From an optimization exercise on the open Yosys and OpenROAD flow, aimed at small area; shortcuts taken in it are not production practice.
Function was checked by simulation only, so behaviour that the tests miss may differ from the original.
The flow treats the clock pin as an ideal source. Dropping or thinning the clock tree relies on that and would not hold on a real chip.
No activity file was given, so power comes from the tool's default toggle rates.

==> flow/design.v (excerpt) <==
module UP2_TOP
(
	MCLK,
	RST,
	FLEX_DIGIT_1,
	FLEX_DIGIT_2,
	LED,
	BT,
	DISP1,
	DISP2,
	DISP3,
	DISP4
);
==> flow/config.mk <==
export PLATFORM = sky130hd
export DESIGN_NAME = UP2_TOP
export DESIGN_NICKNAME = UP2_TOP
export VERILOG_FILES = /design/flow/design.v
export SDC_FILE = /design/flow/constraint.sdc
export NUM_CORES = 4
export LEC_CHECK = 0
export CAP_MARGIN = 20
export CORE_MARGIN = 2
export CORE_UTILIZATION = 65
export SLEW_MARGIN = 20
==> flow/constraint.sdc <==
create_clock -name core_clock -period 8.0 [get_ports {MCLK}]
set_input_delay 1.6000 -clock core_clock [delete_from_list [all_inputs] [get_ports {MCLK}]]
set_output_delay 1.6000 -clock core_clock [all_outputs]
set_load 0.01 [all_outputs]
standard.sh (not shown) runs the stock make flow with config.mk's settings and CLKGATE_MAP_FILE= SYNTH_SCRIPT=/design/flow/synth_recipe.tcl, a recipe that flattens the netlist after the stock synthesis.
==> flow/flow/run.sh <==
#!/bin/bash
# Layout flow: the standard synthesis, then the combinational logic between
# the (unchanged) registers is re-mapped by ABC for area (several ABC scripts,
# smallest result kept), then the standard ORFS flow from floorplan to
# finish, with small port buffers and a lean clock tree (settings.sh).
set -euo pipefail
W=$(pwd)
R=$W/orfs/results/sky130hd/UP2_TOP/base
LIB=$FLOW_HOME/platforms/sky130hd/lib/sky130_fd_sc_hd__tt_025C_1v80.lib
source $W/flow/settings.sh

bash standard.sh "${EXTRA[@]}" synth > $W/log_1_synth.txt 2>&1
cp $R/1_2_yosys.v $W/std_1_2_yosys.v

# combinational cell models (sequential cells stay black boxes)
yosys -q -p "read_liberty -ignore_miss_func $LIB; write_verilog -noattr $W/all_cells.v" > $W/log_2_cells.txt 2>&1
python3 $W/flow/comb_cells.py $W/all_cells.v $W/comb_cells.v >> $W/log_2_cells.txt 2>&1

for s in area area4 deepsyn; do
  sed -e "s#@LIB@#$LIB#g" -e "s#@IN@#$W/std_1_2_yosys.v#g" -e "s#@OUT@#$W/reopt_$s.v#g" \
      -e "s#@COMB@#$W/comb_cells.v#g" -e "s#@ABC@#$W/flow/$s.abc#g" $W/flow/reopt.ys > $W/reopt_$s.ys
  yosys -s $W/reopt_$s.ys > $W/log_3_reopt_$s.txt 2>&1 || true
done
best=$(python3 $W/flow/choose.py $W/log_3_reopt_*.txt 2>> $W/log_3_choice.txt)
echo "chosen: $best" >> $W/log_3_choice.txt
if [[ -n "$best" ]]; then cp $W/reopt_$best.v $R/1_2_yosys.v; fi
rm -f $R/1_synth.odb $R/1_synth.sdc

if [[ -n "${NBUF:-}" ]]; then
  bash standard.sh "${EXTRA[@]}" place > $W/log_4_place.txt 2>&1
  R=$R LIB=$LIB CLKPORT=MCLK NBUF=$NBUF BUFCELL=$BUFCELL SPLIT=${SPLIT:-y} \
    openroad -no_init -exit $W/flow/cts_manual.tcl > $W/log_5_cts.txt 2>&1
  cp $R/4_1_cts.odb $R/4_cts.odb
fi
bash standard.sh "${EXTRA[@]}" finish > $W/log_6_finish.txt 2>&1
Other scripts of this flow, unchanged in this note and not shown: flow/flow/area.abc, flow/flow/area4.abc, flow/flow/choose.py, flow/flow/comb_cells.py, flow/flow/cts_manual.tcl, flow/flow/deepsyn.abc, flow/flow/reopt.ys, flow/flow/settings.sh
==> next run, changes <==
--- a/flow/design.v
+++ b/flow/design.v
@@ -12,34 +12,34 @@
 	DISP4
 );
 input MCLK;	 
 input RST;	 
 output [6:0] FLEX_DIGIT_1;
 output [6:0] FLEX_DIGIT_2;
 output [15:0] LED;
 input [3:0] BT;
 output [6:0] DISP1;
 output [6:0] DISP2;
 output [6:0] DISP3;
 output [6:0] DISP4;
-localparam [5:0] P_PQ = 6'd17;
+localparam [5:0] P_PQ = 6'd21;
 localparam P_PH = 1'd0, P_TICK = 1'd0, P_TICKP = 1'd1;
-localparam [5:0] P_DQ0 = 6'd21, P_DQ1 = 6'd21, P_DQ2 = 6'd21, P_DQ3 = 6'd21;
-localparam P_DB0 = 1'd0, P_DB1 = 1'd0, P_DB2 = 1'd0, P_DB3 = 1'd0;
+localparam [5:0] P_DQ0 = 6'd17, P_DQ1 = 6'd53, P_DQ2 = 6'd21, P_DQ3 = 6'd21;
+localparam P_DB0 = 1'd0, P_DB1 = 1'd0, P_DB2 = 1'd1, P_DB3 = 1'd0;
 localparam P_PLUSP = 1'd0, P_MINUSP = 1'd0, P_MODEP = 1'd0;
 localparam [2:0] P_ST = 3'd4;
-localparam [4:0] P_PC = 5'd0;
+localparam [4:0] P_PC = 5'd1;
 localparam [4:0] P_SECU = 5'd0, P_MINU = 5'd20, P_HU = 5'd8;
 localparam [2:0] P_SECT = 3'd0, P_MINT = 3'd3;
-localparam [1:0] P_HT = 2'd1;
+localparam [1:0] P_HT = 2'd3;
 reg [5:0] pq_r;
 reg ph_r, tick_r, tickPrev_r;
 wire [5:0] l = pq_r ^ P_PQ;
 wire ph = ph_r ^ P_PH;
 wire tick = tick_r ^ P_TICK;
 wire tickPrev = tickPrev_r ^ P_TICKP;
 reg pf;
 always @*
 	case ({l[0], l[1], l[3], l[5]})
 		4'd0, 4'd3, 4'd4, 4'd6, 4'd9, 4'd11, 4'd12, 4'd14: pf = 1'b1;
 		default: pf = 1'b0;
 	endcase
=>
- clock power hardly moves
- total power barely changes
- final cell count decreases by about 0.45%
- combinational power increases by about 8%
- sequential share of layout area increases by 0.12 points
- hold slack hardly moves
- wire length increases by 1.9%
- final area is about the same
- area after synthesis stays flat
- sequential power hardly moves
- setup slack degrades by 0.10 ns
- register-to-register slack degrades by 0.07 ns
No run of this note takes its clock network from TritonCTS; it comes from the design's own scripts or RTL.

==> what the ideal ports hide <==
Ports are ideal in the flow. The routed layouts listed here were re-timed in OpenROAD. Step 1 sets driving cells, clkbuf_16 on the clock port and buf_2 on the other inputs (assumed; they add their load-dependent delay and slew). Step 2 adds t to the input delays and takes it off the output delays; t is the mean of the earliest and latest rising clock arrival at the registers after step 1. Input paths then give back, and output paths get back, about the clock's delay inside the block. Three values: ideal, step 1, step 2; two values: the first two.
| run | shift t [ns] | setup WS [ns] | worst setup path after step 2 | latest minus earliest clock arrival (ns) |
|---|---|---|---|---|
| the first run | 0.217 | 3.923 / 3.942 / 3.725 | input to register | 0.008 / 0.008 |
| the second run | 0.219 | 3.821 / 3.841 / 3.622 | input to register | 0.009 / 0.008 |
After both steps setup and hold are still met in every run listed. For the second run, which loses most, drivers alone change the setup slack by +0.020 ns; drivers and shift together by -0.199 ns.
